Source: an optimization exercise on an open RTL-to-GDS flow (aim: small area, a short achievable clock period and few clock cycles per item). Production flows keep margins and buffers that such runs may drop.
The RTL was checked by simulation tests, not by an equivalence proof against the original design.

==> flow/config.mk <==
export PLATFORM = sky130hd
export DESIGN_NAME = top_sha
export DESIGN_NICKNAME = top_sha
export VERILOG_FILES = /design/flow/design.v
export SDC_FILE = /design/flow/constraint.sdc
export NUM_CORES = 4
export LEC_CHECK = 0
export CAP_MARGIN = 20
export CORE_MARGIN = 2
export CORE_UTILIZATION = 40
export PLACE_DENSITY = 0.6
export SLEW_MARGIN = 20
==> flow/constraint.sdc <==
create_clock -name core_clock -period 10.0 [get_ports {clk}]
set_input_delay 2.0000 -clock core_clock [delete_from_list [all_inputs] [get_ports {clk}]]
set_output_delay 2.0000 -clock core_clock [all_outputs]
set_load 0.01 [all_outputs]
==> flow/design.v <==
module m_pader_parser(
    input             clk, rst,
    input             byte_rdy, byte_stop,
    input      [7:0]  data_in,
    output reg        stopped,      
    output reg [6:0]  wc,           
    output reg        rv,           
    output            push,         
    output     [31:0] in_word       
);
    reg [5:0]  len;
    reg [23:0] acc;
    wire push_in   = byte_rdy & (len[1:0] == 2'd3);
    wire push_stop = byte_stop & ~stopped;
    wire run       = stopped & (wc <= 7'd65);
    assign push = stopped ? run : (push_in | byte_stop);
    reg [31:0] pad_word;
    always @(*) begin
        case (len[1:0])
            2'd0: pad_word = 32'h80000000;
            2'd1: pad_word = {acc[7:0], 24'h800000};
            2'd2: pad_word = {acc[15:0], 16'h8000};
            default: pad_word = {acc[23:0], 8'h80};
        endcase
    end
    wire [31:0] len_word = {23'd0, len, 3'b000};
    wire        wc_ge16  = |wc[6:4];
    assign in_word = stopped ? ((wc[3:0] == 4'd15) ? len_word : 32'd0)
                             : (byte_stop ? pad_word : {acc, data_in});
    always @(posedge clk) begin
        if (byte_rdy)
            acc <= {acc[15:0], data_in};
    end
    always @(posedge clk) begin
        if (!rst) begin
            len     <= 6'd0;
            stopped <= 1'b0;
            wc      <= 7'd0;
            rv      <= 1'b0;
        end else begin
            if (byte_rdy && !stopped)
                len <= len + 6'd1;
            if (push_stop)
                stopped <= 1'b1;
            if (stopped ? run : (push_in | push_stop))
                wc <= wc + 7'd1;
            rv <= stopped ? ~wc[6] : (push_in | push_stop);
        end
    end
endmodule
module m_scheduler(
    input             clk,
    input             push,
    input             use_exp,      
    input      [31:0] in_word,
    input             inj,          
    input      [31:0] da, de,
    output     [31:0] w_cur,
    output     [255:0] digest
);
    reg [31:0] w [0:15];
    wire [31:0] x1  = w[1];
    wire [31:0] x14 = w[14];
    wire [31:0] s0  = {x1[6:0], x1[31:7]} ^ {x1[17:0], x1[31:18]} ^ (x1 >> 3);
    wire [31:0] s1  = {x14[16:0], x14[31:17]} ^ {x14[18:0], x14[31:19]} ^ (x14 >> 10);
    wire [31:0] p0 = s0 ^ s1 ^ w[0];
    wire [31:0] q0 = {((s0 & s1) | (s0 & w[0]) | (s1 & w[0])), 1'b0} ;
    wire [31:0] p1 = p0 ^ q0 ^ w[9];
    wire [31:0] q1 = {((p0 & q0) | (p0 & w[9]) | (q0 & w[9])), 1'b0};
    wire [31:0] w_exp = p1 + q1;
    wire [31:0] w_new = use_exp ? w_exp : in_word;
    integer i;
    always @(posedge clk) begin
        if (push) begin
            for (i = 0; i < 15; i = i + 1)
                w[i] <= w[i+1];
            w[15] <= w_new;
            if (inj) begin
                w[13] <= da;
                w[7]  <= de;
            end
        end
    end
    assign w_cur  = w[15];
    assign digest = {w[13], w[12], w[11], w[10], w[7], w[6], w[5], w[4]};
endmodule
module interative_processing(
    input             clk, rst,
    input             en,
    input      [31:0] w, k,
    output reg [31:0] a_out, e_out
);
    reg [31:0] b, c, d, f, g, h;
    wire [31:0] a = a_out, e = e_out;
    wire [31:0] ep0 = {a[1:0], a[31:2]} ^ {a[12:0], a[31:13]} ^ {a[21:0], a[31:22]};
    wire [31:0] ep1 = {e[5:0], e[31:6]} ^ {e[10:0], e[31:11]} ^ {e[24:0], e[31:25]};
    wire [31:0] ch  = (e & f) ^ (~e & g);
    wire [31:0] maj = (a & b) | (a & c) | (b & c);
    wire [31:0] s0 = h ^ k ^ w;
    wire [31:0] c0 = {((h & k) | (h & w) | (k & w)), 1'b0};
    wire [31:0] p1 = ep1 ^ ch ^ s0;
    wire [31:0] q1 = {((ep1 & ch) | (ep1 & s0) | (ch & s0)), 1'b0};
    wire [31:0] p2 = ep0 ^ maj ^ c0;
    wire [31:0] q2 = {((ep0 & maj) | (ep0 & c0) | (maj & c0)), 1'b0};
    wire [31:0] p3 = p1 ^ q1 ^ p2;
    wire [31:0] q3 = {((p1 & q1) | (p1 & p2) | (q1 & p2)), 1'b0};
    wire [31:0] p4 = p3 ^ q3 ^ q2;
    wire [31:0] q4 = {((p3 & q3) | (p3 & q2) | (q3 & q2)), 1'b0};
    wire [31:0] p5 = p1 ^ c0 ^ d;
    wire [31:0] q5 = {((p1 & c0) | (p1 & d) | (c0 & d)), 1'b0};
    wire [31:0] p6 = p5 ^ q5 ^ q1;
    wire [31:0] q6 = {((p5 & q5) | (p5 & q1) | (q5 & q1)), 1'b0};
    wire [31:0] a_new = p4 + q4;
    wire [31:0] e_new = p6 + q6;
    always @(posedge clk) begin
        if (!rst) begin
            a_out <= 32'h6a09e667; b <= 32'hbb67ae85;
            c     <= 32'h3c6ef372; d <= 32'ha54ff53a;
            e_out <= 32'h510e527f; f <= 32'h9b05688c;
            g     <= 32'h1f83d9ab; h <= 32'h5be0cd19;
        end else if (en) begin
            h <= g; g <= f; f <= e; e_out <= e_new;
            d <= c; c <= b; b <= a; a_out <= a_new;
        end
    end
endmodule
module m_digest(
    input      [1:0]  sel,
    input      [31:0] a_in, e_in,
    output     [31:0] da, de
);
    reg [31:0] iva, ive;
    always @(*) begin
        case (sel)
            2'd2: begin iva = 32'ha54ff53a; ive = 32'h5be0cd19; end  
            2'd3: begin iva = 32'h3c6ef372; ive = 32'h1f83d9ab; end  
            2'd0: begin iva = 32'hbb67ae85; ive = 32'h9b05688c; end  
            default: begin iva = 32'h6a09e667; ive = 32'h510e527f; end  
        endcase
    end
    assign da = a_in + iva;
    assign de = e_in + ive;
endmodule
module top_sha(
    input          clk, rst, byte_rdy, byte_stop,
    input  [7:0]   data_in,
    output [255:0] Hash_Digest,
    output         hash_valid
);
    wire        stopped, rv, push;
    wire [6:0]  wc;
    wire [31:0] in_word, w_cur, a, e, da, de;
    reg  [31:0] k_rom, k_reg;
    m_pader_parser pad(
        .clk(clk), .rst(rst), .byte_rdy(byte_rdy), .byte_stop(byte_stop),
        .data_in(data_in), .stopped(stopped), .wc(wc), .rv(rv), .push(push),
        .in_word(in_word));
    wire use_exp = stopped & (|wc[6:4]);
    wire inj     = stopped & (wc >= 7'd62);
    m_scheduler sch(
        .clk(clk), .push(push), .use_exp(use_exp), .in_word(in_word),
        .inj(inj), .da(da), .de(de), .w_cur(w_cur), .digest(Hash_Digest));
    interative_processing ip(
        .clk(clk), .rst(rst), .en(rv), .w(w_cur), .k(k_reg),
        .a_out(a), .e_out(e));
    m_digest digest(.sel(wc[1:0]), .a_in(a), .e_in(e), .da(da), .de(de));
    assign hash_valid = stopped & wc[6] & wc[1];
    always @(*) begin
        case (wc[5:0])
            6'd0: k_rom = 32'h428a2f98;
            6'd1: k_rom = 32'h71374491;
            6'd2: k_rom = 32'hb5c0fbcf;
            6'd3: k_rom = 32'he9b5dba5;
            6'd4: k_rom = 32'h3956c25b;
            6'd5: k_rom = 32'h59f111f1;
            6'd6: k_rom = 32'h923f82a4;
            6'd7: k_rom = 32'hab1c5ed5;
            6'd8: k_rom = 32'hd807aa98;
            6'd9: k_rom = 32'h12835b01;
            6'd10: k_rom = 32'h243185be;
            6'd11: k_rom = 32'h550c7dc3;
            6'd12: k_rom = 32'h72be5d74;
            6'd13: k_rom = 32'h80deb1fe;
            6'd14: k_rom = 32'h9bdc06a7;
            6'd15: k_rom = 32'hc19bf174;
            6'd16: k_rom = 32'he49b69c1;
            6'd17: k_rom = 32'hefbe4786;
            6'd18: k_rom = 32'h0fc19dc6;
            6'd19: k_rom = 32'h240ca1cc;
            6'd20: k_rom = 32'h2de92c6f;
            6'd21: k_rom = 32'h4a7484aa;
            6'd22: k_rom = 32'h5cb0a9dc;
            6'd23: k_rom = 32'h76f988da;
            6'd24: k_rom = 32'h983e5152;
            6'd25: k_rom = 32'ha831c66d;
            6'd26: k_rom = 32'hb00327c8;
            6'd27: k_rom = 32'hbf597fc7;
            6'd28: k_rom = 32'hc6e00bf3;
            6'd29: k_rom = 32'hd5a79147;
            6'd30: k_rom = 32'h06ca6351;
            6'd31: k_rom = 32'h14292967;
            6'd32: k_rom = 32'h27b70a85;
            6'd33: k_rom = 32'h2e1b2138;
            6'd34: k_rom = 32'h4d2c6dfc;
            6'd35: k_rom = 32'h53380d13;
            6'd36: k_rom = 32'h650a7354;
            6'd37: k_rom = 32'h766a0abb;
            6'd38: k_rom = 32'h81c2c92e;
            6'd39: k_rom = 32'h92722c85;
            6'd40: k_rom = 32'ha2bfe8a1;
            6'd41: k_rom = 32'ha81a664b;
            6'd42: k_rom = 32'hc24b8b70;
            6'd43: k_rom = 32'hc76c51a3;
            6'd44: k_rom = 32'hd192e819;
            6'd45: k_rom = 32'hd6990624;
            6'd46: k_rom = 32'hf40e3585;
            6'd47: k_rom = 32'h106aa070;
            6'd48: k_rom = 32'h19a4c116;
            6'd49: k_rom = 32'h1e376c08;
            6'd50: k_rom = 32'h2748774c;
            6'd51: k_rom = 32'h34b0bcb5;
            6'd52: k_rom = 32'h391c0cb3;
            6'd53: k_rom = 32'h4ed8aa4a;
            6'd54: k_rom = 32'h5b9cca4f;
            6'd55: k_rom = 32'h682e6ff3;
            6'd56: k_rom = 32'h748f82ee;
            6'd57: k_rom = 32'h78a5636f;
            6'd58: k_rom = 32'h84c87814;
            6'd59: k_rom = 32'h8cc70208;
            6'd60: k_rom = 32'h90befffa;
            6'd61: k_rom = 32'ha4506ceb;
            6'd62: k_rom = 32'hbef9a3f7;
            6'd63: k_rom = 32'hc67178f2;
            default: k_rom = 32'd0;
        endcase
    end
    always @(posedge clk) k_reg <= k_rom;
endmodule
==> flow/run.sh <==
#!/bin/bash
# synth_recipe.tcl (not shown) runs the flow's synth.tcl, then flattens the netlist and writes it again
# the make line also repeats each setting of config.mk as NAME=value (left out here)
make -C /OpenROAD-flow-scripts/flow DESIGN_CONFIG=/design/flow/config.mk WORK_HOME=/design/flow/orfs CLKGATE_MAP_FILE= SYNTH_SCRIPT=/design/flow/synth_recipe.tcl finish
==> impl_metrics.py, run 1 <==
metrics = {
    "worst_setup_path": {
        "crit_type": "reg2reg",
        "worstPathArrival_ps": 6070,
        "path_delay_family": "compound AO/OA/AOI/OAI gates",
        "endpoint_kind": "flip-flop",
        "critical_path_buf_inv_count": 4,
        "crit_fanout": 32,
        "path_cells": "buf_4 > clkinv_1 > ha_1 > buf_4 > clkinv_1 > nand2_1 > ha_1 > nand2_1 > o21a_1 > a2bb2oi_2 > a211oi_2 > o2111ai_1 > a211oi_1 > nor3_1 > o31ai_1",
        "slowest_stage": "clkinv_1",
        "reg2reg_from": "pad.wc[0]",
        "start_kind": "flip-flop",
        "critPathMaxStageDelay_ps": 640,
        "reg2reg_slack_ps": 4430,
        "reg2reg_to": "sch.w[7][29]",
        "cp.required_ps": 10510,
        "rr_worst_depth": 15,
    },
    "run_status": {
        "status": "complete, no violations",
    },
    "synth": {
        "synth.distinct_cells": 86,
        "synth.top_cell.area_share_pct": 33.6,
        "synth_flop_cell": "edfxtp_1",
        "synth_area_leaders": "edfxtp_1 34%, dfxtp_1 13%, fa_1 11%, xnor2_1 4.9%, ha_1 4.6%",
        "synth_edf_count": 536,
        "synthCells": 4373,
        "yosysSeqAreaShare_pct": 46.2,
        "yosysWarnings": 6,
        "ys_ff_latch": 839,
        "avgSynthCellArea_um2": 11.0,
        "synthArstFlopShare_pct": 0,
        "post-synth-top-area-cell": "edfxtp_1",
        "syn-num-nets": 4815,
        "syn_area_um2": 47900,
    },
    "sta": {
        "rsz0062_at_grt": "false",
        "slew_viol_final": 0,
        "clock_skew_ps": 47.8,
        "fmax_ghz": 0.180,
        "setup_viol": 0,
        "slew_headroom_pct": 17.3,
        "finalHoldViolCount": 0,
        "setup_slack_ps": 4430,
        "max_slew.worst_pin.slew_ps": 1230,
        "period_share_pct": 55.7,
        "tns_ps": 0,
        "fin_crit_ps": 5570,
    },
    "grt": {
        "grt_start_max_net_pins": 199,
        "grt-ovfl-total": 0,
        "grtUsageTotal_pct": 25.8,
        "grt_pass1_vias": 33100,
        "antenna_found_initial": 2,
        "grt_pass1_wl_mm": 231,
    },
    "layout": {
        "seqCellArea_um2": 22200,
        "final_area_um2": 55400,
        "layout-drive-gt1-share_pct": 5.70,
        "num-fill-cells": 10900,
        "largest_register": "sch.w",
        "multi_input_area_um2": 23600,
        "utilization_pct": 46.8,
        "largest_reg_flops": 512,
        "nets": 5004,
        "syn_to_final_growth_pct": 15.7,
    },
    "detailed_routing": {
        "first_iter_violations": 3909,
        "wl_mm": 161,
        "antenna_left": 0,
        "drtPass1Iterations": 6,
        "drc": 0,
        "num_vias": 34400,
        "viasPerCell": 5.51,
        "wl_per_cell_um": 25.7,
    },
    "placement": {
        "placed_area_um2": 52200,
        "dp_hpwl_mm": 123,
        "pre_cts_ws_ps": 4510,
        "finalWeightedCongestion": 0.966,
        "portBuffers": 268,
    },
    "clocking": {
        "cts_resized": 0,
        "root_buffer": "clkbuf_16",
        "clock-sinks": 839,
        "cts_tree": "yes",
        "cts_hold_buffers": 0,
        "cts.htree.levels": 3,
        "cts_buffers": 93,
        "clkTransAtPathRegs_ps": 60,
        "cts_max_path_buffers": 3,
        "clkLatencyLatePin_ps": 700,
        "post-cts-setup-buffers": 0,
    },
    "die": {
        "boundaryPins": 269,
        "num_rows": 126,
        "dieArea_um2": 123000,
        "core_um2": 118000,
        "die_h_um": 350,
        "dieWidth_um": 350,
        "initial_core_util_pct": 40.5,
    },
    "min_path": {
        "min_delay_path_depth": 0,
        "hp-start": "sch.w[3][4]",
        "holdPathEnd": "sch.w[2][4]",
        "hold_path.class": "reg2reg",
    },
    "flow_run": {
        "drv_cap": 0,
    },
}
[cell usage after synthesis, drive strengths merged, types with 7 or more instances]
cell type and n:
edfxtp 536, nand2 376, inv 352, dfxtp 303, nor2 271, xnor2 268, o21ai 262, fa 254
mux2i 219, a21oi 205, clkbuf 199, ha 176, xor2 128, a21o 92, nand3 64, o211ai 56
nor3 47, a31oi 40, a211oi 39, buf 34, o21a 33, nand2b 31, and3 24, o31ai 24
nand4 23, nor2b 19, maj3 18, or3 18, o311ai 17, mux2 16, o22ai 16, a221oi 15
o21bai 15, nor3b 14, a21boi 12, a22oi 11, nand3b 11, or2 11, a221o 9, o2111ai 9
a211o 7
[layout make-up]
cell class                      instances  share of cell area [%]
Clock buffer                          123                    4.75
Sequential cell                       839                    40.0
Timing Repair Buffer                  327                    5.68
Tap cell                             1600                    3.61
Clock inverter                         45                    1.01
Antenna cell                            2                 0.00903
Multi-Input combinational cell       2943                    42.5
Inverter                              358                    2.43
[worst reg2reg max path: stages (launching register included)]
cell and delay [ps]:
dfxtp_1 300, buf_4 390, clkinv_1 650, ha_1 450
buf_4 250, clkinv_1 370, nand2_1 340, ha_1 480
nand2_1 120, o21a_1 210, a2bb2oi_2 150, a211oi_2 620
o2111ai_1 270, a211oi_1 470, nor3_1 100, o31ai_1 230
[placed cells by master, fill, tap and decap left out, types with 64 or more instances in the layout]
cell type        instances
a21o_1                  92
a21oi_1                205
clkbuf_16               97
clkdlybuf4s50_1        267
dfxtp_1                298
edfxtp_1               536
fa_1                   254
ha_1                   176
inv_1                  350
mux2i_1                219
nand2_1                376
nand3_1                 64
nor2_1                 269
o21ai_0                260
xnor2_1                268
xor2_1                 128
[worst max path at each step]
stage | cells past startpoint | slack [ps] | start | end
2_1_floorplan | 5 | -10150 | byte_stop | pad.wc[4]
3_3_place_gp | 19 | 4510 | ip.a_out[24] | ip.a_out[24]
3_5_place_dp | 19 | 4510 | ip.a_out[24] | ip.a_out[24]
4_1_cts | 19 | 4470 | ip.a_out[24] | ip.a_out[24]
5_1_grt | 19 | 4170 | ip.a_out[15] | ip.a_out[24]
6_report | 15 | 4430 | pad.wc[0] | sch.w[7][29]
[metrics by stage]
step | instances | hold slack (ps)
2_1_floorplan | 4373 | 400
3_3_place_gp | 6067 | 403
3_5_place_dp | 6067 | 405
4_1_cts | 6235 | 415
5_1_grt | 6237 | 419
6_report | 6237 | 410
[routing by layer]
metal | up-vias | part of all wire, % | track usage [%]
li1 | 15700 | - | -
met1 | 16900 | 41 | 33.9
met2 | 1519 | 46 | 41.8
met3 | 294 | 7.3 | 3.94
met4 | 2 | 5.3 | 12.5
met5 | - | 0.011 | 0
[cells by family (layout without fill, tap and decap cells)]
group / Yosys count / in the layout / synth area share (%)
AND/OR/NAND/NOR: 933 / 933 / 8.64
adder cells (fa/ha/maj): 448 / 448 / 15.6
buffers and inverters: 591 / 853 / 4.68
XOR/XNOR: 396 / 396 / 7.24
AO/OA/AOI/OAI: 927 / 927 / 12.5
other: 0 / 2 / 0
multiplexers: 239 / 239 / 5.14
flip-flops: 839 / 839 / 46.2
Testbench counts, summed over its fixed seeds: cycles 33,646, messages 384.
==> run 2: changes to the inputs <==
--- a/flow/design.v
+++ b/flow/design.v
@@ -67,7 +67,8 @@
     wire [31:0] q0 = {((s0 & s1) | (s0 & w[0]) | (s1 & w[0])), 1'b0} ;
     wire [31:0] p1 = p0 ^ q0 ^ w[9];
     wire [31:0] q1 = {((p0 & q0) | (p0 & w[9]) | (q0 & w[9])), 1'b0};
-    wire [31:0] w_exp = p1 + q1;
+    wire [31:0] w_exp;
+    add32_bk u_exp(.a(p1), .b(q1), .s(w_exp));
     wire [31:0] w_new = use_exp ? w_exp : in_word;
     integer i;
     always @(posedge clk) begin
@@ -138,8 +139,157 @@
             default: begin iva = 32'h6a09e667; ive = 32'h510e527f; end  
         endcase
     end
-    assign da = a_in + iva;
-    assign de = e_in + ive;
+    add32_bk u_da(.a(a_in), .b(iva), .s(da));
+    add32_bk u_de(.a(e_in), .b(ive), .s(de));
+endmodule
+module add32_bk(input [31:0] a, b, output [31:0] s);
+    wire [31:0] g0 = a & b, p0 = a ^ b;
+    wire g1 = g0[1] | (p0[1] & g0[0]);
+    wire p1 = p0[1] & p0[0];
+    wire g2 = g0[3] | (p0[3] & g0[2]);
+    wire p2 = p0[3] & p0[2];
+    wire g3 = g0[5] | (p0[5] & g0[4]);
+    wire p3 = p0[5] & p0[4];
+    wire g4 = g0[7] | (p0[7] & g0[6]);
+    wire p4 = p0[7] & p0[6];
+    wire g5 = g0[9] | (p0[9] & g0[8]);
+    wire p5 = p0[9] & p0[8];
+    wire g6 = g0[11] | (p0[11] & g0[10]);
+    wire p6 = p0[11] & p0[10];
+    wire g7 = g0[13] | (p0[13] & g0[12]);
+    wire p7 = p0[13] & p0[12];
+    wire g8 = g0[15] | (p0[15] & g0[14]);
+    wire p8 = p0[15] & p0[14];
+    wire g9 = g0[17] | (p0[17] & g0[16]);
+    wire p9 = p0[17] & p0[16];
+    wire g10 = g0[19] | (p0[19] & g0[18]);
+    wire p10 = p0[19] & p0[18];
+    wire g11 = g0[21] | (p0[21] & g0[20]);
+    wire p11 = p0[21] & p0[20];
+    wire g12 = g0[23] | (p0[23] & g0[22]);
+    wire p12 = p0[23] & p0[22];
+    wire g13 = g0[25] | (p0[25] & g0[24]);
+    wire p13 = p0[25] & p0[24];
+    wire g14 = g0[27] | (p0[27] & g0[26]);
+    wire p14 = p0[27] & p0[26];
+    wire g15 = g0[29] | (p0[29] & g0[28]);
+    wire p15 = p0[29] & p0[28];
+    wire g16 = g0[31] | (p0[31] & g0[30]);
+    wire p16 = p0[31] & p0[30];
+    wire g17 = g2 | (p2 & g1);
+    wire p17 = p2 & p1;
+    wire g18 = g4 | (p4 & g3);
+    wire p18 = p4 & p3;
+    wire g19 = g6 | (p6 & g5);
+    wire p19 = p6 & p5;
+    wire g20 = g8 | (p8 & g7);
+    wire p20 = p8 & p7;
+    wire g21 = g10 | (p10 & g9);
+    wire p21 = p10 & p9;
+    wire g22 = g12 | (p12 & g11);
+    wire p22 = p12 & p11;
+    wire g23 = g14 | (p14 & g13);
+    wire p23 = p14 & p13;
+    wire g24 = g16 | (p16 & g15);
+    wire p24 = p16 & p15;
+    wire g25 = g18 | (p18 & g17);
+    wire p25 = p18 & p17;
+    wire g26 = g20 | (p20 & g19);
+    wire p26 = p20 & p19;
+    wire g27 = g22 | (p22 & g21);
+    wire p27 = p22 & p21;
+    wire g28 = g24 | (p24 & g23);
+    wire p28 = p24 & p23;
+    wire g29 = g26 | (p26 & g25);
+    wire p29 = p26 & p25;
+    wire g30 = g28 | (p28 & g27);
+    wire p30 = p28 & p27;
+    wire g31 = g30 | (p30 & g29);
+    wire p31 = p30 & p29;
+    wire g32 = g27 | (p27 & g29);
+    wire p32 = p27 & p29;
+    wire g33 = g19 | (p19 & g25);
+    wire p33 = p19 & p25;
+    wire g34 = g21 | (p21 & g29);
+    wire p34 = p21 & p29;
+    wire g35 = g23 | (p23 & g32);
+    wire p35 = p23 & p32;
+    wire g36 = g3 | (p3 & g17);
+    wire p36 = p3 & p17;
+    wire g37 = g5 | (p5 & g25);
+    wire p37 = p5 & p25;
+    wire g38 = g7 | (p7 & g33);
+    wire p38 = p7 & p33;
+    wire g39 = g9 | (p9 & g29);
+    wire p39 = p9 & p29;
+    wire g40 = g11 | (p11 & g34);
+    wire p40 = p11 & p34;
+    wire g41 = g13 | (p13 & g32);
+    wire p41 = p13 & p32;
+    wire g42 = g15 | (p15 & g35);
+    wire p42 = p15 & p35;
+    wire g43 = g0[2] | (p0[2] & g1);
+    wire p43 = p0[2] & p1;
+    wire g44 = g0[4] | (p0[4] & g17);
+    wire p44 = p0[4] & p17;
+    wire g45 = g0[6] | (p0[6] & g36);
+    wire p45 = p0[6] & p36;
+    wire g46 = g0[8] | (p0[8] & g25);
+    wire p46 = p0[8] & p25;
+    wire g47 = g0[10] | (p0[10] & g37);
+    wire p47 = p0[10] & p37;
+    wire g48 = g0[12] | (p0[12] & g33);
+    wire p48 = p0[12] & p33;
+    wire g49 = g0[14] | (p0[14] & g38);
+    wire p49 = p0[14] & p38;
+    wire g50 = g0[16] | (p0[16] & g29);
+    wire p50 = p0[16] & p29;
+    wire g51 = g0[18] | (p0[18] & g39);
+    wire p51 = p0[18] & p39;
+    wire g52 = g0[20] | (p0[20] & g34);
+    wire p52 = p0[20] & p34;
+    wire g53 = g0[22] | (p0[22] & g40);
+    wire p53 = p0[22] & p40;
+    wire g54 = g0[24] | (p0[24] & g32);
+    wire p54 = p0[24] & p32;
+    wire g55 = g0[26] | (p0[26] & g41);
+    wire p55 = p0[26] & p41;
+    wire g56 = g0[28] | (p0[28] & g35);
+    wire p56 = p0[28] & p35;
+    wire g57 = g0[30] | (p0[30] & g42);
+    wire p57 = p0[30] & p42;
+    assign s[0] = p0[0];
+    assign s[1] = p0[1] ^ g0[0];
+    assign s[2] = p0[2] ^ g1;
+    assign s[3] = p0[3] ^ g43;
+    assign s[4] = p0[4] ^ g17;
+    assign s[5] = p0[5] ^ g44;
+    assign s[6] = p0[6] ^ g36;
+    assign s[7] = p0[7] ^ g45;
+    assign s[8] = p0[8] ^ g25;
+    assign s[9] = p0[9] ^ g46;
+    assign s[10] = p0[10] ^ g37;
+    assign s[11] = p0[11] ^ g47;
+    assign s[12] = p0[12] ^ g33;
+    assign s[13] = p0[13] ^ g48;
+    assign s[14] = p0[14] ^ g38;
+    assign s[15] = p0[15] ^ g49;
+    assign s[16] = p0[16] ^ g29;
+    assign s[17] = p0[17] ^ g50;
+    assign s[18] = p0[18] ^ g39;
+    assign s[19] = p0[19] ^ g51;
+    assign s[20] = p0[20] ^ g34;
+    assign s[21] = p0[21] ^ g52;
+    assign s[22] = p0[22] ^ g40;
+    assign s[23] = p0[23] ^ g53;
+    assign s[24] = p0[24] ^ g32;
+    assign s[25] = p0[25] ^ g54;
+    assign s[26] = p0[26] ^ g41;
+    assign s[27] = p0[27] ^ g55;
+    assign s[28] = p0[28] ^ g35;
+    assign s[29] = p0[29] ^ g56;
+    assign s[30] = p0[30] ^ g42;
+    assign s[31] = p0[31] ^ g57;
 endmodule
 module top_sha(
     input          clk, rst, byte_rdy, byte_stop,
--- a/flow/config.mk
+++ b/flow/config.mk
@@ -9,4 +9,5 @@
 export CORE_MARGIN = 2
 export CORE_UTILIZATION = 40
 export PLACE_DENSITY = 0.6
+export SETUP_SLACK_MARGIN = 5
 export SLEW_MARGIN = 20
==> impl_metrics.py, run 2 <==
metrics = {
    "grt": {
        "grt_start_max_net_pins": 158,
        "grt_pass1_wl_mm": 217,
        "grtUsageTotal_pct": 25.4,
        "antenna_found_initial": 2,
        "grt-ovfl-total": 0,
        "grt_pass1_vias": 30500,
    },
    "synth": {
        "yosysMostFrequentCell": "edfxtp_1",
        "ys_ff_latch": 839,
        "synth_flop_cell": "edfxtp_1",
        "synth_common_cells": "536 x edfxtp_1, 335 x nand2_1, 317 x fa_1, 315 x inv_1, 303 x dfxtp_1",
        "yosysSeqAreaShare_pct": 47.8,
        "synth_edf_count": 536,
        "post-synth-top-area-cell": "edfxtp_1",
        "synth.top_cell.area_share_pct": 34.7,
        "synth_area_leaders": "edfxtp_1 35%, fa_1 14%, dfxtp_1 13%, xnor2_1 5.1%, mux2i_1 4.5%",
        "yosysWarnings": 6,
        "synth.distinct_cells": 87,
        "synthArstFlopShare_pct": 0,
        "avgSynthCellArea_um2": 11.7,
        "syn_area_um2": 46300,
        "synthCells": 3951,
        "syn-num-nets": 4444,
    },
    "sta": {
        "fmax_ghz": 0.194,
        "max_slew.worst_pin.slew_ps": 1120,
        "period_share_pct": 51.6,
        "rsz0062_at_grt": "true",
        "slew_viol_final": 0,
        "fin_crit_ps": 5160,
        "tns_ps": 0,
        "whs_ps": 416,
        "finalHoldViolCount": 0,
        "slew_headroom_pct": 24.6,
        "setup_viol": 0,
        "clock_skew_ps": 34.2,
    },
    "layout": {
        "largest_register": "sch.w",
        "largest_reg_flops": 512,
        "nets": 4720,
        "instances_no_fill": 5821,
        "final_cell_mix": "536 x edfxtp_1, 331 x nand2_1, 303 x inv_1, 295 x fa_1, 267 x clkdlybuf4s50_1",
        "final_common_cell": "edfxtp_1",
        "utilization_pct": 48.4,
        "layout-drive-gt1-share_pct": 12.9,
        "syn_to_final_growth_pct": 19.8,
    },
    "flow_run": {
        "drv_cap": 0,
    },
    "die": {
        "initial_core_util_pct": 40.4,
        "boundaryPins": 269,
        "core_um2": 115000,
        "dieArea_um2": 119000,
        "die_h_um": 344,
        "num_rows": 124,
        "dieWidth_um": 344,
    },
    "clocking": {
        "cts_buffers": 93,
        "clkTransAtPathRegs_ps": 60,
        "root_buffer": "clkbuf_16",
        "cts_max_path_buffers": 3,
        "cts_tree": "yes",
        "clkLatencyLatePin_ps": 700,
        "cts.htree.levels": 3,
        "clock-sinks": 839,
    },
    "detailed_routing": {
        "viasPerCell": 5.44,
        "wl_mm": 153,
        "wl_per_cell_um": 26.4,
        "first_iter_violations": 3347,
        "antenna_left": 0,
        "drc": 0,
        "drtPass1Iterations": 6,
        "num_vias": 31700,
    },
    "worst_setup_path": {
        "critPathMaxStageDelay_ps": 570,
        "cp.required_ps": 10550,
        "endpoint_kind": "flip-flop",
        "path_cells": "fa_1 > inv_2 > fa_2 > fa_2 > inv_2 > fa_2 > ha_4 > inv_2 > fa_2 > nor2b_4 > o21ai_2 > a21boi_2 > o31a_4 > o2bb2ai_4 > a41oi_4 > o311ai_4 > a2111oi_2 > a211o_1",
        "worstPathArrival_ps": 5720,
        "path_delay_family": "adder cells",
        "crit_fanout": 3,
        "slowest_stage": "fa_2",
        "critical_path_buf_inv_count": 3,
        "start_kind": "flip-flop",
        "crit_type": "reg2reg",
        "cp_common_cell": "fa_2",
    },
    "placement": {
        "dp_cells": 5562,
        "finalWeightedCongestion": 0.933,
        "dp_hpwl_mm": 114,
        "portBuffers": 268,
    },
    "run_status": {
        "status": "complete, no violations",
    },
    "min_path": {
        "hold_path.class": "reg2reg",
    },
}
## run 2: cell count changes after synthesis, sizes merged, moves of 18 or more
cell,change
fa,+63
inv,-37
nor3,-27
a31oi,-18
nor2,-20
clkbuf,-19
nand2b,-18
o21a,-22
o21ai,-29
a21oi,-43
nand3,-22
xor2,-39
nand2,-41
mux2,+20
## run 2: timing repair
action,CTS,global route
cloned,1,2
setup buffers,49,30
hold buffers,0,0
endpoints found under the hold margin,0,0
pin swaps,61,79
endpoints found under the setup margin,60,205
resized for setup,128,142
## run 2: worst paths after layout
path,depth (start not counted),startpoint,slack [ps],endpoint
worst min register to register,0,sch.w[3][24],420,sch.w[2][24]
worst min-delay path,0,sch.w[3][24],420,sch.w[2][24]
worst max-delay path,18,sch.w[15][2],4840,ip.e_out[30]
worst max register to register,18,sch.w[15][2],4840,ip.e_out[30]
## run 2: through the flow
step / cell area, µm² / setup slack, ps
CTS: 54600 / 4900
detailed placement: 50600 / 4060
global route: 55500 / 4760
finish: 55500 / 4840
global placement: 50600 / 4140
floorplan: 46400 / 5000
## run 2: area by class of cell
class | count | area (µm²)
Timing Repair Buffer | 403 | 3910
Fill cell | 10200 | 59100
Sequential cell | 839 | 22200
Multi-Input combinational cell | 2568 | 23100
Clock buffer | 124 | 2600
Antenna cell | 2 | 5.00
Tap cell | 1512 | 1890
Clock inverter | 51 | 582
Inverter | 322 | 1230
## run 2: logic make-up (layout without fill, tap and decap cells)
group	Yosys count	after routing	share of synthesized area (%)
AO/OA/AOI/OAI	733	734	10.3
XOR/XNOR	361	361	6.82
adder cells (fa/ha/maj)	486	486	18.2
buffers and inverters	545	900	4.45
flip-flops	839	839	47.8
multiplexers	253	253	5.75
other	0	2	0
AND/OR/NAND/NOR	734	734	6.67
## run 2: layer usage
metal / GRT usage [%] / wire (µm) / share of wire (%) / vias up
li1: - / - / - / 14200
met1: 34.1 / 63600 / 41 / 15900
met2: 42.0 / 73300 / 48 / 1358
met3: 2.98 / 10300 / 6.7 / 261
met4: 9.74 / 6270 / 4.1 / 2
met5: 0 / 13 / 0.0085 / -
Testbench counts of run 2, summed over its fixed seeds: cycles 33,646, messages 384.
==> run 3: changes to the inputs <==
--- a/flow/design.v
+++ b/flow/design.v
@@ -67,8 +67,7 @@
     wire [31:0] q0 = {((s0 & s1) | (s0 & w[0]) | (s1 & w[0])), 1'b0} ;
     wire [31:0] p1 = p0 ^ q0 ^ w[9];
     wire [31:0] q1 = {((p0 & q0) | (p0 & w[9]) | (q0 & w[9])), 1'b0};
-    wire [31:0] w_exp;
-    add32_bk u_exp(.a(p1), .b(q1), .s(w_exp));
+    wire [31:0] w_exp = p1 + q1;
     wire [31:0] w_new = use_exp ? w_exp : in_word;
     integer i;
     always @(posedge clk) begin
@@ -87,32 +86,38 @@
 endmodule
 module interative_processing(
     input             clk, rst,
-    input             en,
-    input      [31:0] w, k,
+    input             en,           
+    input      [31:0] w,            
+    input      [31:0] k_next,       
     output reg [31:0] a_out, e_out
 );
     reg [31:0] b, c, d, f, g, h;
+    reg [31:0] hk;
     wire [31:0] a = a_out, e = e_out;
+    wire [31:0] h_next = en ? g : h;
+    wire [31:0] hk_next;
+    add32_bk u_hk(.a(h_next), .b(k_next), .s(hk_next));
+    always @(posedge clk) hk <= hk_next;
     wire [31:0] ep0 = {a[1:0], a[31:2]} ^ {a[12:0], a[31:13]} ^ {a[21:0], a[31:22]};
     wire [31:0] ep1 = {e[5:0], e[31:6]} ^ {e[10:0], e[31:11]} ^ {e[24:0], e[31:25]};
     wire [31:0] ch  = (e & f) ^ (~e & g);
     wire [31:0] maj = (a & b) | (a & c) | (b & c);
-    wire [31:0] s0 = h ^ k ^ w;
-    wire [31:0] c0 = {((h & k) | (h & w) | (k & w)), 1'b0};
-    wire [31:0] p1 = ep1 ^ ch ^ s0;
-    wire [31:0] q1 = {((ep1 & ch) | (ep1 & s0) | (ch & s0)), 1'b0};
-    wire [31:0] p2 = ep0 ^ maj ^ c0;
-    wire [31:0] q2 = {((ep0 & maj) | (ep0 & c0) | (maj & c0)), 1'b0};
-    wire [31:0] p3 = p1 ^ q1 ^ p2;
-    wire [31:0] q3 = {((p1 & q1) | (p1 & p2) | (q1 & p2)), 1'b0};
-    wire [31:0] p4 = p3 ^ q3 ^ q2;
-    wire [31:0] q4 = {((p3 & q3) | (p3 & q2) | (q3 & q2)), 1'b0};
-    wire [31:0] p5 = p1 ^ c0 ^ d;
-    wire [31:0] q5 = {((p1 & c0) | (p1 & d) | (c0 & d)), 1'b0};
-    wire [31:0] p6 = p5 ^ q5 ^ q1;
-    wire [31:0] q6 = {((p5 & q5) | (p5 & q1) | (q5 & q1)), 1'b0};
-    wire [31:0] a_new = p4 + q4;
-    wire [31:0] e_new = p6 + q6;
+    wire [31:0] s1 = hk ^ w ^ ch;
+    wire [31:0] c1 = {((hk & w) | (hk & ch) | (w & ch)), 1'b0};
+    wire [31:0] s2 = ep1 ^ ep0 ^ maj;
+    wire [31:0] c2 = {((ep1 & ep0) | (ep1 & maj) | (ep0 & maj)), 1'b0};
+    wire [31:0] s3 = s1 ^ c1 ^ s2;
+    wire [31:0] c3 = {((s1 & c1) | (s1 & s2) | (c1 & s2)), 1'b0};
+    wire [31:0] s4 = s3 ^ c3 ^ c2;
+    wire [31:0] c4 = {((s3 & c3) | (s3 & c2) | (c3 & c2)), 1'b0};
+    wire [31:0] s5 = d ^ hk ^ w;
+    wire [31:0] c5 = {((d & hk) | (d & w) | (hk & w)), 1'b0};
+    wire [31:0] s6 = s5 ^ ep1 ^ ch;
+    wire [31:0] c6 = {((s5 & ep1) | (s5 & ch) | (ep1 & ch)), 1'b0};
+    wire [31:0] s7 = s6 ^ c6 ^ c5;
+    wire [31:0] c7 = {((s6 & c6) | (s6 & c5) | (c6 & c5)), 1'b0};
+    wire [31:0] a_new = s4 + c4;
+    wire [31:0] e_new = s7 + c7;
     always @(posedge clk) begin
         if (!rst) begin
             a_out <= 32'h6a09e667; b <= 32'hbb67ae85;
@@ -291,6 +296,494 @@
     assign s[30] = p0[30] ^ g42;
     assign s[31] = p0[31] ^ g57;
 endmodule
+module add32_sk(input [31:0] a, b, output [31:0] s);
+    wire [31:0] g0 = a & b, p0 = a ^ b;
+    wire g1 = g0[1] | (p0[1] & g0[0]);
+    wire p1 = p0[1] & p0[0];
+    wire g2 = g0[3] | (p0[3] & g0[2]);
+    wire p2 = p0[3] & p0[2];
+    wire g3 = g0[5] | (p0[5] & g0[4]);
+    wire p3 = p0[5] & p0[4];
+    wire g4 = g0[7] | (p0[7] & g0[6]);
+    wire p4 = p0[7] & p0[6];
+    wire g5 = g0[9] | (p0[9] & g0[8]);
+    wire p5 = p0[9] & p0[8];
+    wire g6 = g0[11] | (p0[11] & g0[10]);
+    wire p6 = p0[11] & p0[10];
+    wire g7 = g0[13] | (p0[13] & g0[12]);
+    wire p7 = p0[13] & p0[12];
+    wire g8 = g0[15] | (p0[15] & g0[14]);
+    wire p8 = p0[15] & p0[14];
+    wire g9 = g0[17] | (p0[17] & g0[16]);
+    wire p9 = p0[17] & p0[16];
+    wire g10 = g0[19] | (p0[19] & g0[18]);
+    wire p10 = p0[19] & p0[18];
+    wire g11 = g0[21] | (p0[21] & g0[20]);
+    wire p11 = p0[21] & p0[20];
+    wire g12 = g0[23] | (p0[23] & g0[22]);
+    wire p12 = p0[23] & p0[22];
+    wire g13 = g0[25] | (p0[25] & g0[24]);
+    wire p13 = p0[25] & p0[24];
+    wire g14 = g0[27] | (p0[27] & g0[26]);
+    wire p14 = p0[27] & p0[26];
+    wire g15 = g0[29] | (p0[29] & g0[28]);
+    wire p15 = p0[29] & p0[28];
+    wire g16 = g0[31] | (p0[31] & g0[30]);
+    wire p16 = p0[31] & p0[30];
+    wire g17 = g0[2] | (p0[2] & g1);
+    wire p17 = p0[2] & p1;
+    wire g18 = g2 | (p2 & g1);
+    wire p18 = p2 & p1;
+    wire g19 = g0[6] | (p0[6] & g3);
+    wire p19 = p0[6] & p3;
+    wire g20 = g4 | (p4 & g3);
+    wire p20 = p4 & p3;
+    wire g21 = g0[10] | (p0[10] & g5);
+    wire p21 = p0[10] & p5;
+    wire g22 = g6 | (p6 & g5);
+    wire p22 = p6 & p5;
+    wire g23 = g0[14] | (p0[14] & g7);
+    wire p23 = p0[14] & p7;
+    wire g24 = g8 | (p8 & g7);
+    wire p24 = p8 & p7;
+    wire g25 = g0[18] | (p0[18] & g9);
+    wire p25 = p0[18] & p9;
+    wire g26 = g10 | (p10 & g9);
+    wire p26 = p10 & p9;
+    wire g27 = g0[22] | (p0[22] & g11);
+    wire p27 = p0[22] & p11;
+    wire g28 = g12 | (p12 & g11);
+    wire p28 = p12 & p11;
+    wire g29 = g0[26] | (p0[26] & g13);
+    wire p29 = p0[26] & p13;
+    wire g30 = g14 | (p14 & g13);
+    wire p30 = p14 & p13;
+    wire g31 = g0[30] | (p0[30] & g15);
+    wire p31 = p0[30] & p15;
+    wire g32 = g16 | (p16 & g15);
+    wire p32 = p16 & p15;
+    wire g33 = g0[4] | (p0[4] & g18);
+    wire p33 = p0[4] & p18;
+    wire g34 = g3 | (p3 & g18);
+    wire p34 = p3 & p18;
+    wire g35 = g19 | (p19 & g18);
+    wire p35 = p19 & p18;
+    wire g36 = g20 | (p20 & g18);
+    wire p36 = p20 & p18;
+    wire g37 = g0[12] | (p0[12] & g22);
+    wire p37 = p0[12] & p22;
+    wire g38 = g7 | (p7 & g22);
+    wire p38 = p7 & p22;
+    wire g39 = g23 | (p23 & g22);
+    wire p39 = p23 & p22;
+    wire g40 = g24 | (p24 & g22);
+    wire p40 = p24 & p22;
+    wire g41 = g0[20] | (p0[20] & g26);
+    wire p41 = p0[20] & p26;
+    wire g42 = g11 | (p11 & g26);
+    wire p42 = p11 & p26;
+    wire g43 = g27 | (p27 & g26);
+    wire p43 = p27 & p26;
+    wire g44 = g28 | (p28 & g26);
+    wire p44 = p28 & p26;
+    wire g45 = g0[28] | (p0[28] & g30);
+    wire p45 = p0[28] & p30;
+    wire g46 = g15 | (p15 & g30);
+    wire p46 = p15 & p30;
+    wire g47 = g31 | (p31 & g30);
+    wire p47 = p31 & p30;
+    wire g48 = g32 | (p32 & g30);
+    wire p48 = p32 & p30;
+    wire g49 = g0[8] | (p0[8] & g36);
+    wire p49 = p0[8] & p36;
+    wire g50 = g5 | (p5 & g36);
+    wire p50 = p5 & p36;
+    wire g51 = g21 | (p21 & g36);
+    wire p51 = p21 & p36;
+    wire g52 = g22 | (p22 & g36);
+    wire p52 = p22 & p36;
+    wire g53 = g37 | (p37 & g36);
+    wire p53 = p37 & p36;
+    wire g54 = g38 | (p38 & g36);
+    wire p54 = p38 & p36;
+    wire g55 = g39 | (p39 & g36);
+    wire p55 = p39 & p36;
+    wire g56 = g40 | (p40 & g36);
+    wire p56 = p40 & p36;
+    wire g57 = g0[24] | (p0[24] & g44);
+    wire p57 = p0[24] & p44;
+    wire g58 = g13 | (p13 & g44);
+    wire p58 = p13 & p44;
+    wire g59 = g29 | (p29 & g44);
+    wire p59 = p29 & p44;
+    wire g60 = g30 | (p30 & g44);
+    wire p60 = p30 & p44;
+    wire g61 = g45 | (p45 & g44);
+    wire p61 = p45 & p44;
+    wire g62 = g46 | (p46 & g44);
+    wire p62 = p46 & p44;
+    wire g63 = g47 | (p47 & g44);
+    wire p63 = p47 & p44;
+    wire g64 = g48 | (p48 & g44);
+    wire p64 = p48 & p44;
+    wire g65 = g0[16] | (p0[16] & g56);
+    wire p65 = p0[16] & p56;
+    wire g66 = g9 | (p9 & g56);
+    wire p66 = p9 & p56;
+    wire g67 = g25 | (p25 & g56);
+    wire p67 = p25 & p56;
+    wire g68 = g26 | (p26 & g56);
+    wire p68 = p26 & p56;
+    wire g69 = g41 | (p41 & g56);
+    wire p69 = p41 & p56;
+    wire g70 = g42 | (p42 & g56);
+    wire p70 = p42 & p56;
+    wire g71 = g43 | (p43 & g56);
+    wire p71 = p43 & p56;
+    wire g72 = g44 | (p44 & g56);
+    wire p72 = p44 & p56;
+    wire g73 = g57 | (p57 & g56);
+    wire p73 = p57 & p56;
+    wire g74 = g58 | (p58 & g56);
+    wire p74 = p58 & p56;
+    wire g75 = g59 | (p59 & g56);
+    wire p75 = p59 & p56;
+    wire g76 = g60 | (p60 & g56);
+    wire p76 = p60 & p56;
+    wire g77 = g61 | (p61 & g56);
+    wire p77 = p61 & p56;
+    wire g78 = g62 | (p62 & g56);
+    wire p78 = p62 & p56;
+    wire g79 = g63 | (p63 & g56);
+    wire p79 = p63 & p56;
+    wire g80 = g64 | (p64 & g56);
+    wire p80 = p64 & p56;
+    assign s[0] = p0[0];
+    assign s[1] = p0[1] ^ g0[0];
+    assign s[2] = p0[2] ^ g1;
+    assign s[3] = p0[3] ^ g17;
+    assign s[4] = p0[4] ^ g18;
+    assign s[5] = p0[5] ^ g33;
+    assign s[6] = p0[6] ^ g34;
+    assign s[7] = p0[7] ^ g35;
+    assign s[8] = p0[8] ^ g36;
+    assign s[9] = p0[9] ^ g49;
+    assign s[10] = p0[10] ^ g50;
+    assign s[11] = p0[11] ^ g51;
+    assign s[12] = p0[12] ^ g52;
+    assign s[13] = p0[13] ^ g53;
+    assign s[14] = p0[14] ^ g54;
+    assign s[15] = p0[15] ^ g55;
+    assign s[16] = p0[16] ^ g56;
+    assign s[17] = p0[17] ^ g65;
+    assign s[18] = p0[18] ^ g66;
+    assign s[19] = p0[19] ^ g67;
+    assign s[20] = p0[20] ^ g68;
+    assign s[21] = p0[21] ^ g69;
+    assign s[22] = p0[22] ^ g70;
+    assign s[23] = p0[23] ^ g71;
+    assign s[24] = p0[24] ^ g72;
+    assign s[25] = p0[25] ^ g73;
+    assign s[26] = p0[26] ^ g74;
+    assign s[27] = p0[27] ^ g75;
+    assign s[28] = p0[28] ^ g76;
+    assign s[29] = p0[29] ^ g77;
+    assign s[30] = p0[30] ^ g78;
+    assign s[31] = p0[31] ^ g79;
+endmodule
+module add32_ks(input [31:0] a, b, output [31:0] s);
+    wire [31:0] g0 = a & b, p0 = a ^ b;
+    wire g1 = g0[1] | (p0[1] & g0[0]);
+    wire p1 = p0[1] & p0[0];
+    wire g2 = g0[2] | (p0[2] & g0[1]);
+    wire p2 = p0[2] & p0[1];
+    wire g3 = g0[3] | (p0[3] & g0[2]);
+    wire p3 = p0[3] & p0[2];
+    wire g4 = g0[4] | (p0[4] & g0[3]);
+    wire p4 = p0[4] & p0[3];
+    wire g5 = g0[5] | (p0[5] & g0[4]);
+    wire p5 = p0[5] & p0[4];
+    wire g6 = g0[6] | (p0[6] & g0[5]);
+    wire p6 = p0[6] & p0[5];
+    wire g7 = g0[7] | (p0[7] & g0[6]);
+    wire p7 = p0[7] & p0[6];
+    wire g8 = g0[8] | (p0[8] & g0[7]);
+    wire p8 = p0[8] & p0[7];
+    wire g9 = g0[9] | (p0[9] & g0[8]);
+    wire p9 = p0[9] & p0[8];
+    wire g10 = g0[10] | (p0[10] & g0[9]);
+    wire p10 = p0[10] & p0[9];
+    wire g11 = g0[11] | (p0[11] & g0[10]);
+    wire p11 = p0[11] & p0[10];
+    wire g12 = g0[12] | (p0[12] & g0[11]);
+    wire p12 = p0[12] & p0[11];
+    wire g13 = g0[13] | (p0[13] & g0[12]);
+    wire p13 = p0[13] & p0[12];
+    wire g14 = g0[14] | (p0[14] & g0[13]);
+    wire p14 = p0[14] & p0[13];
+    wire g15 = g0[15] | (p0[15] & g0[14]);
+    wire p15 = p0[15] & p0[14];
+    wire g16 = g0[16] | (p0[16] & g0[15]);
+    wire p16 = p0[16] & p0[15];
+    wire g17 = g0[17] | (p0[17] & g0[16]);
+    wire p17 = p0[17] & p0[16];
+    wire g18 = g0[18] | (p0[18] & g0[17]);
+    wire p18 = p0[18] & p0[17];
+    wire g19 = g0[19] | (p0[19] & g0[18]);
+    wire p19 = p0[19] & p0[18];
+    wire g20 = g0[20] | (p0[20] & g0[19]);
+    wire p20 = p0[20] & p0[19];
+    wire g21 = g0[21] | (p0[21] & g0[20]);
+    wire p21 = p0[21] & p0[20];
+    wire g22 = g0[22] | (p0[22] & g0[21]);
+    wire p22 = p0[22] & p0[21];
+    wire g23 = g0[23] | (p0[23] & g0[22]);
+    wire p23 = p0[23] & p0[22];
+    wire g24 = g0[24] | (p0[24] & g0[23]);
+    wire p24 = p0[24] & p0[23];
+    wire g25 = g0[25] | (p0[25] & g0[24]);
+    wire p25 = p0[25] & p0[24];
+    wire g26 = g0[26] | (p0[26] & g0[25]);
+    wire p26 = p0[26] & p0[25];
+    wire g27 = g0[27] | (p0[27] & g0[26]);
+    wire p27 = p0[27] & p0[26];
+    wire g28 = g0[28] | (p0[28] & g0[27]);
+    wire p28 = p0[28] & p0[27];
+    wire g29 = g0[29] | (p0[29] & g0[28]);
+    wire p29 = p0[29] & p0[28];
+    wire g30 = g0[30] | (p0[30] & g0[29]);
+    wire p30 = p0[30] & p0[29];
+    wire g31 = g0[31] | (p0[31] & g0[30]);
+    wire p31 = p0[31] & p0[30];
+    wire g32 = g2 | (p2 & g0[0]);
+    wire p32 = p2 & p0[0];
+    wire g33 = g3 | (p3 & g1);
+    wire p33 = p3 & p1;
+    wire g34 = g4 | (p4 & g2);
+    wire p34 = p4 & p2;
+    wire g35 = g5 | (p5 & g3);
+    wire p35 = p5 & p3;
+    wire g36 = g6 | (p6 & g4);
+    wire p36 = p6 & p4;
+    wire g37 = g7 | (p7 & g5);
+    wire p37 = p7 & p5;
+    wire g38 = g8 | (p8 & g6);
+    wire p38 = p8 & p6;
+    wire g39 = g9 | (p9 & g7);
+    wire p39 = p9 & p7;
+    wire g40 = g10 | (p10 & g8);
+    wire p40 = p10 & p8;
+    wire g41 = g11 | (p11 & g9);
+    wire p41 = p11 & p9;
+    wire g42 = g12 | (p12 & g10);
+    wire p42 = p12 & p10;
+    wire g43 = g13 | (p13 & g11);
+    wire p43 = p13 & p11;
+    wire g44 = g14 | (p14 & g12);
+    wire p44 = p14 & p12;
+    wire g45 = g15 | (p15 & g13);
+    wire p45 = p15 & p13;
+    wire g46 = g16 | (p16 & g14);
+    wire p46 = p16 & p14;
+    wire g47 = g17 | (p17 & g15);
+    wire p47 = p17 & p15;
+    wire g48 = g18 | (p18 & g16);
+    wire p48 = p18 & p16;
+    wire g49 = g19 | (p19 & g17);
+    wire p49 = p19 & p17;
+    wire g50 = g20 | (p20 & g18);
+    wire p50 = p20 & p18;
+    wire g51 = g21 | (p21 & g19);
+    wire p51 = p21 & p19;
+    wire g52 = g22 | (p22 & g20);
+    wire p52 = p22 & p20;
+    wire g53 = g23 | (p23 & g21);
+    wire p53 = p23 & p21;
+    wire g54 = g24 | (p24 & g22);
+    wire p54 = p24 & p22;
+    wire g55 = g25 | (p25 & g23);
+    wire p55 = p25 & p23;
+    wire g56 = g26 | (p26 & g24);
+    wire p56 = p26 & p24;
+    wire g57 = g27 | (p27 & g25);
+    wire p57 = p27 & p25;
+    wire g58 = g28 | (p28 & g26);
+    wire p58 = p28 & p26;
+    wire g59 = g29 | (p29 & g27);
+    wire p59 = p29 & p27;
+    wire g60 = g30 | (p30 & g28);
+    wire p60 = p30 & p28;
+    wire g61 = g31 | (p31 & g29);
+    wire p61 = p31 & p29;
+    wire g62 = g34 | (p34 & g0[0]);
+    wire p62 = p34 & p0[0];
+    wire g63 = g35 | (p35 & g1);
+    wire p63 = p35 & p1;
+    wire g64 = g36 | (p36 & g32);
+    wire p64 = p36 & p32;
+    wire g65 = g37 | (p37 & g33);
+    wire p65 = p37 & p33;
+    wire g66 = g38 | (p38 & g34);
+    wire p66 = p38 & p34;
+    wire g67 = g39 | (p39 & g35);
+    wire p67 = p39 & p35;
+    wire g68 = g40 | (p40 & g36);
+    wire p68 = p40 & p36;
+    wire g69 = g41 | (p41 & g37);
+    wire p69 = p41 & p37;
+    wire g70 = g42 | (p42 & g38);
+    wire p70 = p42 & p38;
+    wire g71 = g43 | (p43 & g39);
+    wire p71 = p43 & p39;
+    wire g72 = g44 | (p44 & g40);
+    wire p72 = p44 & p40;
+    wire g73 = g45 | (p45 & g41);
+    wire p73 = p45 & p41;
+    wire g74 = g46 | (p46 & g42);
+    wire p74 = p46 & p42;
+    wire g75 = g47 | (p47 & g43);
+    wire p75 = p47 & p43;
+    wire g76 = g48 | (p48 & g44);
+    wire p76 = p48 & p44;
+    wire g77 = g49 | (p49 & g45);
+    wire p77 = p49 & p45;
+    wire g78 = g50 | (p50 & g46);
+    wire p78 = p50 & p46;
+    wire g79 = g51 | (p51 & g47);
+    wire p79 = p51 & p47;
+    wire g80 = g52 | (p52 & g48);
+    wire p80 = p52 & p48;
+    wire g81 = g53 | (p53 & g49);
+    wire p81 = p53 & p49;
+    wire g82 = g54 | (p54 & g50);
+    wire p82 = p54 & p50;
+    wire g83 = g55 | (p55 & g51);
+    wire p83 = p55 & p51;
+    wire g84 = g56 | (p56 & g52);
+    wire p84 = p56 & p52;
+    wire g85 = g57 | (p57 & g53);
+    wire p85 = p57 & p53;
+    wire g86 = g58 | (p58 & g54);
+    wire p86 = p58 & p54;
+    wire g87 = g59 | (p59 & g55);
+    wire p87 = p59 & p55;
+    wire g88 = g60 | (p60 & g56);
+    wire p88 = p60 & p56;
+    wire g89 = g61 | (p61 & g57);
+    wire p89 = p61 & p57;
+    wire g90 = g66 | (p66 & g0[0]);
+    wire p90 = p66 & p0[0];
+    wire g91 = g67 | (p67 & g1);
+    wire p91 = p67 & p1;
+    wire g92 = g68 | (p68 & g32);
+    wire p92 = p68 & p32;
+    wire g93 = g69 | (p69 & g33);
+    wire p93 = p69 & p33;
+    wire g94 = g70 | (p70 & g62);
+    wire p94 = p70 & p62;
+    wire g95 = g71 | (p71 & g63);
+    wire p95 = p71 & p63;
+    wire g96 = g72 | (p72 & g64);
+    wire p96 = p72 & p64;
+    wire g97 = g73 | (p73 & g65);
+    wire p97 = p73 & p65;
+    wire g98 = g74 | (p74 & g66);
+    wire p98 = p74 & p66;
+    wire g99 = g75 | (p75 & g67);
+    wire p99 = p75 & p67;
+    wire g100 = g76 | (p76 & g68);
+    wire p100 = p76 & p68;
+    wire g101 = g77 | (p77 & g69);
+    wire p101 = p77 & p69;
+    wire g102 = g78 | (p78 & g70);
+    wire p102 = p78 & p70;
+    wire g103 = g79 | (p79 & g71);
+    wire p103 = p79 & p71;
+    wire g104 = g80 | (p80 & g72);
+    wire p104 = p80 & p72;
+    wire g105 = g81 | (p81 & g73);
+    wire p105 = p81 & p73;
+    wire g106 = g82 | (p82 & g74);
+    wire p106 = p82 & p74;
+    wire g107 = g83 | (p83 & g75);
+    wire p107 = p83 & p75;
+    wire g108 = g84 | (p84 & g76);
+    wire p108 = p84 & p76;
+    wire g109 = g85 | (p85 & g77);
+    wire p109 = p85 & p77;
+    wire g110 = g86 | (p86 & g78);
+    wire p110 = p86 & p78;
+    wire g111 = g87 | (p87 & g79);
+    wire p111 = p87 & p79;
+    wire g112 = g88 | (p88 & g80);
+    wire p112 = p88 & p80;
+    wire g113 = g89 | (p89 & g81);
+    wire p113 = p89 & p81;
+    wire g114 = g98 | (p98 & g0[0]);
+    wire p114 = p98 & p0[0];
+    wire g115 = g99 | (p99 & g1);
+    wire p115 = p99 & p1;
+    wire g116 = g100 | (p100 & g32);
+    wire p116 = p100 & p32;
+    wire g117 = g101 | (p101 & g33);
+    wire p117 = p101 & p33;
+    wire g118 = g102 | (p102 & g62);
+    wire p118 = p102 & p62;
+    wire g119 = g103 | (p103 & g63);
+    wire p119 = p103 & p63;
+    wire g120 = g104 | (p104 & g64);
+    wire p120 = p104 & p64;
+    wire g121 = g105 | (p105 & g65);
+    wire p121 = p105 & p65;
+    wire g122 = g106 | (p106 & g90);
+    wire p122 = p106 & p90;
+    wire g123 = g107 | (p107 & g91);
+    wire p123 = p107 & p91;
+    wire g124 = g108 | (p108 & g92);
+    wire p124 = p108 & p92;
+    wire g125 = g109 | (p109 & g93);
+    wire p125 = p109 & p93;
+    wire g126 = g110 | (p110 & g94);
+    wire p126 = p110 & p94;
+    wire g127 = g111 | (p111 & g95);
+    wire p127 = p111 & p95;
+    wire g128 = g112 | (p112 & g96);
+    wire p128 = p112 & p96;
+    wire g129 = g113 | (p113 & g97);
+    wire p129 = p113 & p97;
+    assign s[0] = p0[0];
+    assign s[1] = p0[1] ^ g0[0];
+    assign s[2] = p0[2] ^ g1;
+    assign s[3] = p0[3] ^ g32;
+    assign s[4] = p0[4] ^ g33;
+    assign s[5] = p0[5] ^ g62;
+    assign s[6] = p0[6] ^ g63;
+    assign s[7] = p0[7] ^ g64;
+    assign s[8] = p0[8] ^ g65;
+    assign s[9] = p0[9] ^ g90;
+    assign s[10] = p0[10] ^ g91;
+    assign s[11] = p0[11] ^ g92;
+    assign s[12] = p0[12] ^ g93;
+    assign s[13] = p0[13] ^ g94;
+    assign s[14] = p0[14] ^ g95;
+    assign s[15] = p0[15] ^ g96;
+    assign s[16] = p0[16] ^ g97;
+    assign s[17] = p0[17] ^ g114;
+    assign s[18] = p0[18] ^ g115;
+    assign s[19] = p0[19] ^ g116;
+    assign s[20] = p0[20] ^ g117;
+    assign s[21] = p0[21] ^ g118;
+    assign s[22] = p0[22] ^ g119;
+    assign s[23] = p0[23] ^ g120;
+    assign s[24] = p0[24] ^ g121;
+    assign s[25] = p0[25] ^ g122;
+    assign s[26] = p0[26] ^ g123;
+    assign s[27] = p0[27] ^ g124;
+    assign s[28] = p0[28] ^ g125;
+    assign s[29] = p0[29] ^ g126;
+    assign s[30] = p0[30] ^ g127;
+    assign s[31] = p0[31] ^ g128;
+endmodule
 module top_sha(
     input          clk, rst, byte_rdy, byte_stop,
     input  [7:0]   data_in,
@@ -300,7 +793,7 @@
     wire        stopped, rv, push;
     wire [6:0]  wc;
     wire [31:0] in_word, w_cur, a, e, da, de;
-    reg  [31:0] k_rom, k_reg;
+    reg  [31:0] k_rom;
     m_pader_parser pad(
         .clk(clk), .rst(rst), .byte_rdy(byte_rdy), .byte_stop(byte_stop),
         .data_in(data_in), .stopped(stopped), .wc(wc), .rv(rv), .push(push),
@@ -311,7 +804,7 @@
         .clk(clk), .push(push), .use_exp(use_exp), .in_word(in_word),
         .inj(inj), .da(da), .de(de), .w_cur(w_cur), .digest(Hash_Digest));
     interative_processing ip(
-        .clk(clk), .rst(rst), .en(rv), .w(w_cur), .k(k_reg),
+        .clk(clk), .rst(rst), .en(rv), .w(w_cur), .k_next(k_rom),
         .a_out(a), .e_out(e));
     m_digest digest(.sel(wc[1:0]), .a_in(a), .e_in(e), .da(da), .de(de));
     assign hash_valid = stopped & wc[6] & wc[1];
@@ -384,5 +877,4 @@
             default: k_rom = 32'd0;
         endcase
     end
-    always @(posedge clk) k_reg <= k_rom;
 endmodule
==> impl_metrics.py, run 3 <==
metrics = {
    "synth": {
        "yosysWarnings": 6,
        "post-synth-top-area-cell": "edfxtp_1",
        "synth_edf_count": 536,
        "synth.distinct_cells": 86,
        "synth_common_cells": "536 x edfxtp_1, 422 x inv_1, 335 x dfxtp_1, 325 x nand2_1, 317 x fa_1",
        "ys_ff_latch": 871,
        "avgSynthCellArea_um2": 11.4,
        "synth.top_cell.area_share_pct": 32.8,
        "synthCells": 4311,
        "yosysSeqAreaShare_pct": 46.4,
        "yosysMostFrequentCell": "edfxtp_1",
        "synthArstFlopShare_pct": 0,
        "syn-num-nets": 4834,
        "syn_area_um2": 49100,
        "synth_flop_cell": "edfxtp_1",
        "synth_area_leaders": "edfxtp_1 33%, dfxtp_1 14%, fa_1 13%, ha_1 4.9%, mux2i_1 4.5%",
    },
    "placement": {
        "finalWeightedCongestion": 0.989,
        "dp_hpwl_mm": 116,
        "placed_area_um2": 53600,
        "portBuffers": 268,
    },
    "detailed_routing": {
        "drc": 0,
        "wl_per_cell_um": 24.8,
        "viasPerCell": 5.34,
        "first_iter_violations": 2877,
        "drtPass1Iterations": 13,
        "wl_mm": 156,
        "antenna_left": 0,
        "num_vias": 33500,
    },
    "layout": {
        "layout-drive-gt1-share_pct": 11.8,
        "largest_register": "sch.w",
        "final_common_cell": "edfxtp_1",
        "final_cell_mix": "536 x edfxtp_1, 405 x inv_1, 316 x fa_1, 310 x nand2_1, 290 x dfxtp_1",
        "syn_to_final_growth_pct": 19.2,
        "final_area_um2": 58600,
        "largest_reg_flops": 512,
        "num-fill-cells": 10900,
        "antenna_cells": 0,
        "nets": 5094,
    },
    "die": {
        "initial_core_util_pct": 40.3,
        "dieWidth_um": 354,
        "dieArea_um2": 126000,
        "boundaryPins": 269,
        "die_h_um": 354,
        "num_rows": 128,
        "core_um2": 122000,
    },
    "sta": {
        "whs_ps": 416,
        "setup_viol": 0,
        "fin_crit_ps": 4970,
        "slew_headroom_pct": 32.1,
        "rsz0062_at_grt": "true",
        "finalHoldViolCount": 0,
        "fmax_ghz": 0.201,
        "period_share_pct": 49.7,
        "tns_ps": 0,
        "clock_skew_ps": 46.6,
        "slew_viol_final": 0,
        "max_slew.worst_pin.slew_ps": 1020,
    },
    "grt": {
        "antenna_found_initial": 3,
        "grt_pass1_wl_mm": 227,
        "grt_start_max_net_pins": 93,
        "grt_pass1_vias": 33400,
        "grtUsageTotal_pct": 24.6,
        "grt-ovfl-total": 0,
    },
    "worst_setup_path": {
        "reg2reg_slack_ps": 5030,
        "cp.required_ps": 10590,
        "crit_start": "sch.w[15][2]",
        "cp-endpoint": "ip.e_out[28]",
        "rr_worst_depth": 16,
        "crit_fanout": 3,
        "worstPathArrival_ps": 5570,
        "reg2reg_to": "ip.e_out[28]",
        "endpoint_kind": "flip-flop",
        "reg2reg_from": "sch.w[15][2]",
        "crit_type": "reg2reg",
        "start_kind": "flip-flop",
    },
    "run_status": {
        "status": "complete, no violations",
    },
    "clocking": {
        "cts_hold_buffers": 0,
        "cts_tree": "yes",
        "cts_buffers": 97,
        "cts.htree.levels": 3,
        "root_buffer": "clkbuf_16",
        "clkLatencyLatePin_ps": 720,
        "clkTransAtPathRegs_ps": 60,
        "cts_max_path_buffers": 3,
        "clock-sinks": 871,
    },
    "min_path": {
        "hold_path.class": "reg2reg",
        "min_delay_path_depth": 0,
    },
    "flow_run": {
        "drv_cap": 0,
    },
}
## run 3: logic make-up (layout without fill, tap and decap cells)
| family | after synthesis | after routing | share of synthesized area [%] |
|---|---|---|---|
| DFF | 871 | 871 | 46.4 |
| AOI/OAI and AO/OA | 830 | 831 | 10.9 |
| muxes | 263 | 263 | 5.46 |
| buffers and inverters | 642 | 983 | 5.08 |
| and+or+nand+nor | 804 | 804 | 7.28 |
| xor gates and xnor gates | 388 | 388 | 6.92 |
| adders and majority gates | 513 | 513 | 17.9 |
## run 3: critical path, cell delays in order (launching register included)
cell and delay [ps]:
edfxtp_1 480, fa_1 530, inv_1 60, fa_1 540, inv_1 60, fa_1 480
ha_4 190, fa_2 340, a211o_1 280, o211ai_1 170, a21o_1 290, o211ai_1 170
a41oi_2 330, o21ai_1 90, and2_1 180, or4b_1 480, a31o_1 190
## run 3: worst min-delay path by stage
stage,start,endpoint
6_report,sch.w[2][14],sch.w[1][14]
5_1_grt,sch.w[2][14],sch.w[1][14]
4_1_cts,sch.w[2][14],sch.w[1][14]
3_5_place_dp,sch.w[2][22],sch.w[1][22]
3_3_place_gp,sch.w[2][13],sch.w[1][13]
2_1_floorplan,sch.w[2][0],sch.w[1][0]
## run 3: metrics by stage
step                util (%)  instances  setup slack, ps
detailed placement      44.0       6041             3000
global placement        44.0       6041             3060
floorplan                  -       4311             2410
global route            48.0       6278             4910
finish                  48.0       6278             5030
CTS                     47.5       6251             4970
## run 3: final cells by class
type | count | area (µm²) | share of cell area (%)
Multi-Input combinational cell | 2799 | 24800 | 42.4
Tap cell | 1625 | 2030 | 3.47
Timing Repair Buffer | 374 | 3670 | 6.27
Clock inverter | 55 | 853 | 1.46
Clock buffer | 126 | 2620 | 4.47
Sequential cell | 871 | 22900 | 39.1
Inverter | 428 | 1670 | 2.86
## run 3: routing by layer
| metal | GRT usage, % | part of all wire, % |
|---|---|---|
| met1 | 32.2 | 42 |
| met2 | 40.4 | 48 |
| met3 | 3.18 | 5.2 |
| met5 | 0 | 0.013 |
| met4 | 12.0 | 5.4 |
## run 3: timing repair
action	in CTS	in global routing
setup buffers	27	25
setup endpoints to repair	182	120
pin swaps	16	19
resized for setup	139	92
cloned	2	0
Testbench counts of run 3, summed over its fixed seeds: cycles 33,646, messages 384.

[what the ideal ports hide]
In the flow no input, the clock included, has a driving cell. The finished layouts below were timed again as built, in two steps. Step 1, drivers: a clkbuf_16 drives clk and a buf_2 each remaining input, both assumed. Step 2 times the ports against the registers' clock, not the clock port: input delays grow and output delays shrink by t, the midpoint of the rising clock arrivals with the driver on. Slacks: no drivers / after step 1 / after step 2; pairs: no drivers / after step 1.
| run | t (ns) | slack for setup (ns) | worst setup path at the end | latest minus earliest clock arrival (ns) | worst register clock-pin slew, ns |
|---|---|---|---|---|---|
| run 1 | 0.748 | 4.433 / 4.433 / 4.433 | register to register | 0.049 / 0.049 | 0.08 / 0.08 |
| run 2 | 0.752 | 4.837 / 4.837 / 4.395 | input to register | 0.034 / 0.035 | 0.07 / 0.07 |
| run 3 | 0.768 | 5.028 / 5.028 / 4.376 | input to register | 0.047 / 0.047 | 0.07 / 0.07 |
After both steps setup and hold are still met in every run listed. The setup slack of run 3, which loses most, moves by 0.000 ns with the drivers and by -0.652 ns with both steps.
